Context: an optimization exercise on an open-source flow, tuned for small area, a short achievable clock period and few clock cycles. The choices shown serve that exercise and are no tape-out recipe. Where RTL was checked, it was by simulation tests only, not by an equivalence proof against the original.

// triangle
module triangle (clk, reset, nt, xi, yi, busy, po, xo, yo);
For scale: about 680 cells after synthesis, roughly 43 flip-flops, about 17 I/O pins.
export LEC_CHECK = 0
export ABC_AREA = 1
export CAP_MARGIN = 20
export CORE_MARGIN = 2
export CORE_UTILIZATION = 65
export SETUP_SLACK_MARGIN = 4.0
export SLEW_MARGIN = 20
create_clock -name core_clock -period 6.0 [get_ports {clk}]
standard.sh (not shown) runs the stock make flow with config.mk's settings and CLKGATE_MAP_FILE= SYNTH_SCRIPT=/design/flow/synth_recipe.tcl, a recipe that flattens the netlist after the stock synthesis.
==> flow/flow/run.sh <==
#!/bin/bash
# The standard layout (standard.sh), with one synthesis change: no adder cell
# mapping (ADDER_MAP_FILE empty), so yosys leaves adders and comparators as
# plain gates for abc to optimise. Registers are mapped exactly as standard.
set -euo pipefail
bash standard.sh ADDER_MAP_FILE= finish > standard_flow.log 2>&1
Testbench counts at the start, summed over its fixed seeds: cycles 5,273.
==> next run, changes <==
==> flow/flow/run.sh (replaced) <==
#!/bin/bash
# The standard layout (standard.sh) with two synthesis changes, neither of
# which touches a register:
#  1. no adder cell mapping (ADDER_MAP_FILE empty);
#  2. after the standard synthesis, the combinational cells are mapped again by
#     abc with an area script (flow/resynth.tcl), twice; every flip-flop instance is
#     kept as it is, with its name and cell type.
set -euo pipefail
B=$PWD/orfs/results/sky130hd/triangle/base
bash standard.sh ADDER_MAP_FILE= $B/1_2_yosys.v > standard_synth.log 2>&1
cp $B/1_2_yosys.v yosys_standard.v
DONT_USE="$(grep -o -- '-dont_use [^ ]*' orfs/logs/sky130hd/triangle/base/1_2_yosys.log | sort -u | tr '\n' ' ')" \
  IN=$PWD/yosys_standard.v OUT=$PWD/yosys_resynth.v \
  yosys -c flow/resynth.tcl > resynth.log 2>&1
DONT_USE="$(grep -o -- '-dont_use [^ ]*' orfs/logs/sky130hd/triangle/base/1_2_yosys.log | sort -u | tr '\n' ' ')" \
  IN=$PWD/yosys_resynth.v OUT=$PWD/yosys_resynth2.v \
  yosys -c flow/resynth.tcl > resynth2.log 2>&1
cp yosys_resynth2.v $B/1_2_yosys.v
touch $B/1_2_yosys.v
bash standard.sh ADDER_MAP_FILE= finish > standard_flow.log 2>&1
==> flow/flow/resynth.tcl (new file) <==
# Map the combinational logic of the synthesized netlist again with abc.
# Flip-flops are black boxes here, so they keep their instance names and cells.
set lib $::env(FLOW_HOME)/platforms/sky130hd/lib/sky130_fd_sc_hd__tt_025C_1v80.lib
yosys read_liberty -ignore_miss_func $lib
yosys read_verilog $::env(IN)
yosys hierarchy -top triangle
foreach c [list dfrtp_1 dfxtp_1 edfxtp_1 dfstp_2 dfrtp_2 dfxtp_2 dfxtp_4 dfrtp_4 dfstp_1 dfstp_4 dfsbp_1 dfrbp_1 dfxbp_1 edfxbp_1] {
  yosys setattr -mod -set blackbox 1 sky130_fd_sc_hd__$c
}
yosys flatten
yosys opt_clean -purge
yosys delete t:\$scopeinfo
yosys abc -liberty $lib {*}$::env(DONT_USE) -script "+strash;&get -n;&deepsyn -T 30;&put;dch -f;map -B 0.9;topo;stime -c;buffer -c;upsize -c;dnsize -c" -D 2300
yosys opt_clean -purge
yosys stat -liberty $lib
yosys hierarchy -top triangle
yosys write_verilog -noattr -nohex -nodec $::env(OUT)
--- a/flow/config.mk
+++ b/flow/config.mk
@@ -12 +12 @@
-export SETUP_SLACK_MARGIN = 4.0
+export SETUP_SLACK_MARGIN = 3.8
First-iteration DRC count went down by well over a third.
Non-clock buffer count shrinks by 33.
Wire length falls by well over a third.
Cell count came out lower by a quarter to a third.
Sequential share of layout area is higher by 7.3 points.
Hold slack is worse by 22 ps.

========
triangle, a different RTL version from the one above (not shown whole).
Size: ~690 cells after synthesis, about 17 I/O pins, about 4800 µm² of cells after synthesis.
Design triangle, start of the top module:
module triangle (clk, reset, nt, xi, yi, busy, po, xo, yo);
Settings: LEC_CHECK=0, ABC_AREA=1, CAP_MARGIN=20, CORE_MARGIN=2, CORE_UTILIZATION=40, SETUP_SLACK_MARGIN=3.6, SLEW_MARGIN=20; clock period 6.0 ns.
run.sh (not shown) runs the stock make flow with config.mk's settings and CLKGATE_MAP_FILE= SYNTH_SCRIPT=/design/flow/synth_recipe.tcl, a recipe that flattens the netlist after the stock synthesis.
Stock flow here: none of the scripts above is used.
Rerun with:
--- a/flow/config.mk
+++ b/flow/config.mk
@@ -10,4 +10,4 @@
 export CORE_MARGIN = 2
 export CORE_UTILIZATION = 40
-export SETUP_SLACK_MARGIN = 3.6
+export SETUP_SLACK_MARGIN = 4.0
 export SLEW_MARGIN = 20
After rerunning:
- count of clock-buffer cells in the layout stays the same
- first-iteration DRC count drops by a little under a tenth
- clock skew barely changes
No run of this note included a check of the RTL's function; only the layout flow was run.

========
Another version of the RTL of triangle (not shown whole).
Size in the first run: about 710 cells after synthesis, roughly 17 I/O pins, ~5500 sq um of cells after synthesis.
Settings: LEC_CHECK=0, ABC_AREA=1, CAP_MARGIN=20, CORE_MARGIN=2, CORE_UTILIZATION=40, SLEW_MARGIN=20; clock period 6.0 ns.
Testbench counts at the start, summed over its fixed seeds: cycles 4,845.
==> next run, changes <==
- ABC_AREA: 1 -> not set
Effect: The new run ran to the end with no violations. Clock-buffer cell count does not change. Wire length is higher by a few percent. Worst setup slack got worse by 500 ps.

========
RTL: one of the versions met above, not the one the previous note started from.
Size in the first run: about 680 cells after synthesis, ~43 flip-flops, ~17 I/O pins, roughly 4200 um^2 of cells after synthesis.
export LEC_CHECK = 0
export ABC_AREA = 1
export CAP_MARGIN = 20
export CORE_MARGIN = 2
export CORE_UTILIZATION = 70
export SETUP_SLACK_MARGIN = 3.7
export SLEW_MARGIN = 20
create_clock -name core_clock -period 6.0 [get_ports {clk}]
standard.sh (not shown) runs the stock make flow with config.mk's settings and CLKGATE_MAP_FILE= SYNTH_SCRIPT=/design/flow/synth_recipe.tcl, a recipe that flattens the netlist after the stock synthesis.
==> flow/flow/run.sh <==
#!/bin/bash
# The standard layout (standard.sh), with one synthesis change: no adder cell
# mapping (ADDER_MAP_FILE empty), so yosys leaves adders and comparators as
# plain gates for abc to optimise. Registers are mapped exactly as standard.
set -euo pipefail
bash standard.sh ADDER_MAP_FILE= finish > standard_flow.log 2>&1
Testbench counts at the start, summed over its fixed seeds: cycles 5,273.
Rerun with:
Settings changed: CORE_UTILIZATION 70 to 65, TNS_END_PERCENT set to 100.
Result: Synthesized area stays the same; clock-buffer cell count stays the same; maximum frequency went down by 0.72%; via count went down by 5.3%; non-clock buffer count went down by 2; worst setup slack degrades by 0.017 ns.
Rerun with:
Settings changed: CORE_UTILIZATION 65 to 40, SETUP_SLACK_MARGIN 3.7 to 3.4, TNS_END_PERCENT 100 to unset.
What happened: The new run finished clean; final area stays flat; worst setup slack is worse by 0.21 ns; critical path depth goes down by 9; synthesized cell count is unchanged; maximum frequency drops by a little under a tenth; count of clock-buffer cells in the layout is unchanged; non-clock buffer count goes down by 3; core utilization came out lower by 28 points; wire length goes down slightly.
Rerun with:
==> flow/flow/run.sh (replaced) <==
#!/bin/bash
# The standard layout (standard.sh) with two synthesis changes, neither of
# which touches a register:
#  1. no adder cell mapping (ADDER_MAP_FILE empty);
#  2. after the standard synthesis, the combinational cells are mapped again by
#     abc with an area script (flow/resynth.tcl); every flip-flop instance is
#     kept as it is, with its name and cell type.
set -euo pipefail
B=$PWD/orfs/results/sky130hd/triangle/base
bash standard.sh ADDER_MAP_FILE= $B/1_2_yosys.v > standard_synth.log 2>&1
cp $B/1_2_yosys.v yosys_standard.v
DONT_USE="$(grep -o -- '-dont_use [^ ]*' orfs/logs/sky130hd/triangle/base/1_2_yosys.log | sort -u | tr '\n' ' ')" \
  IN=$PWD/yosys_standard.v OUT=$PWD/yosys_resynth.v \
  yosys -c flow/resynth.tcl > resynth.log 2>&1
cp yosys_resynth.v $B/1_2_yosys.v
touch $B/1_2_yosys.v
bash standard.sh ADDER_MAP_FILE= finish > standard_flow.log 2>&1
==> flow/flow/resynth.tcl (new file) <==
# Map the combinational logic of the synthesized netlist again with abc.
# Flip-flops are black boxes here, so they keep their instance names and cells.
set lib $::env(FLOW_HOME)/platforms/sky130hd/lib/sky130_fd_sc_hd__tt_025C_1v80.lib
yosys read_liberty -ignore_miss_func $lib
yosys read_verilog $::env(IN)
yosys hierarchy -top triangle
foreach c [list dfrtp_1 dfxtp_1 edfxtp_1 dfstp_2 dfrtp_2 dfxtp_2 dfxtp_4 dfrtp_4 dfstp_1 dfstp_4 dfsbp_1 dfrbp_1 dfxbp_1 edfxbp_1] {
  yosys setattr -mod -set blackbox 1 sky130_fd_sc_hd__$c
}
yosys flatten
yosys opt_clean -purge
yosys delete t:\$scopeinfo
yosys abc -liberty $lib {*}$::env(DONT_USE) -script "+strash;&get -n;&deepsyn -T 30;&put;dch -f;map -a;topo;stime -c;buffer -c;upsize -c;dnsize -c" -D 2300
yosys opt_clean -purge
yosys stat -liberty $lib
yosys hierarchy -top triangle
yosys write_verilog -noattr -nohex -nodec $::env(OUT)
Settings changed: CORE_UTILIZATION 40 to 65, SETUP_SLACK_MARGIN 3.4 to 3.7.
Outcome: Fmax is about the same. Cell area falls by 9.8%. Routed wire length falls by 14%. Clock-buffer cell count is unchanged. First-iteration DRC count rises by 88%. Worst hold slack is better by 0.034 ns.
Rerun with:
==> flow/flow/run.sh (replaced) <==
#!/bin/bash
# The standard layout (standard.sh), with one synthesis change: no adder cell
# mapping (ADDER_MAP_FILE empty), so yosys leaves adders and comparators as
# plain gates for abc to optimise. Registers are mapped exactly as standard.
set -euo pipefail
bash standard.sh ADDER_MAP_FILE= finish > standard_flow.log 2>&1
removed: flow/flow/resynth.tcl
What happened:
- core utilization decreases by 13 points
- setup slack is better by 0.20 ns
- final cell count increases by 35%

what the ideal ports hide:
The results above use ideal ports. As a check the final layouts listed here were re-extracted and re-timed, cells and wires unchanged.
Step 1 (the two cells are an assumption about what drives the block):
set clk [get_ports {clk}]
set_driving_cell -lib_cell sky130_fd_sc_hd__clkbuf_16 $clk
set_driving_cell -lib_cell sky130_fd_sc_hd__buf_2 [delete_from_list [all_inputs] $clk]
Step 2 times the ports against the registers' clock, not the clock port: input delays grow and output delays shrink by t, the midpoint of the rising clock arrivals with the driver on.
Three values: no drivers, after step 1, after step 2; two values: the first two.
| run | shift t [ns] | setup WS [ns] | worst hold slack (ns) | slew at the worst register clock pin (ns) |
|---|---|---|---|---|
| the first run of note 1 | 0.348 | 3.719 / 3.722 / 3.374 | 0.516 / 0.516 / 0.516 | 0.10 / 0.10 |
| the second run of note 1 | 0.326 | 3.765 / 3.767 / 3.441 | 0.494 / 0.494 / 0.494 | 0.09 / 0.09 |
| the first run of note 2 | 0.323 | 3.374 / 3.368 / 3.046 | 0.476 / 0.476 / 0.476 | 0.06 / 0.06 |
| the second run of note 2 | 0.326 | 3.350 / 3.329 / 3.003 | 0.480 / 0.480 / 0.480 | 0.07 / 0.07 |
| the first run of note 3 | 0.359 | 0.840 / 0.840 / 0.840 | 0.516 / 0.516 / 0.516 | 0.06 / 0.06 |
| the second run of note 3 | 0.369 | 0.339 / 0.339 / 0.339 | 0.553 / 0.553 / 0.553 | 0.06 / 0.06 |
| the first run of note 4 | 0.347 | 3.704 / 3.671 / 3.357 | 0.516 / 0.516 / 0.516 | 0.10 / 0.10 |
| the second run of note 4 | 0.334 | 3.687 / 3.683 / 3.349 | 0.498 / 0.498 / 0.498 | 0.09 / 0.09 |
| the third run of note 4 | 0.322 | 3.480 / 3.449 / 3.171 | 0.510 / 0.510 / 0.510 | 0.09 / 0.09 |
| the fourth run of note 4 | 0.338 | 3.483 / 3.465 / 3.127 | 0.543 / 0.543 / 0.543 | 0.09 / 0.09 |
| the fifth run of note 4 | 0.334 | 3.687 / 3.683 / 3.349 | 0.498 / 0.498 / 0.498 | 0.09 / 0.09 |
After both steps every run listed still meets setup and hold. For the fourth run of note 4, which loses most, drivers alone change the setup slack by -0.018 ns; drivers and shift together by -0.356 ns.
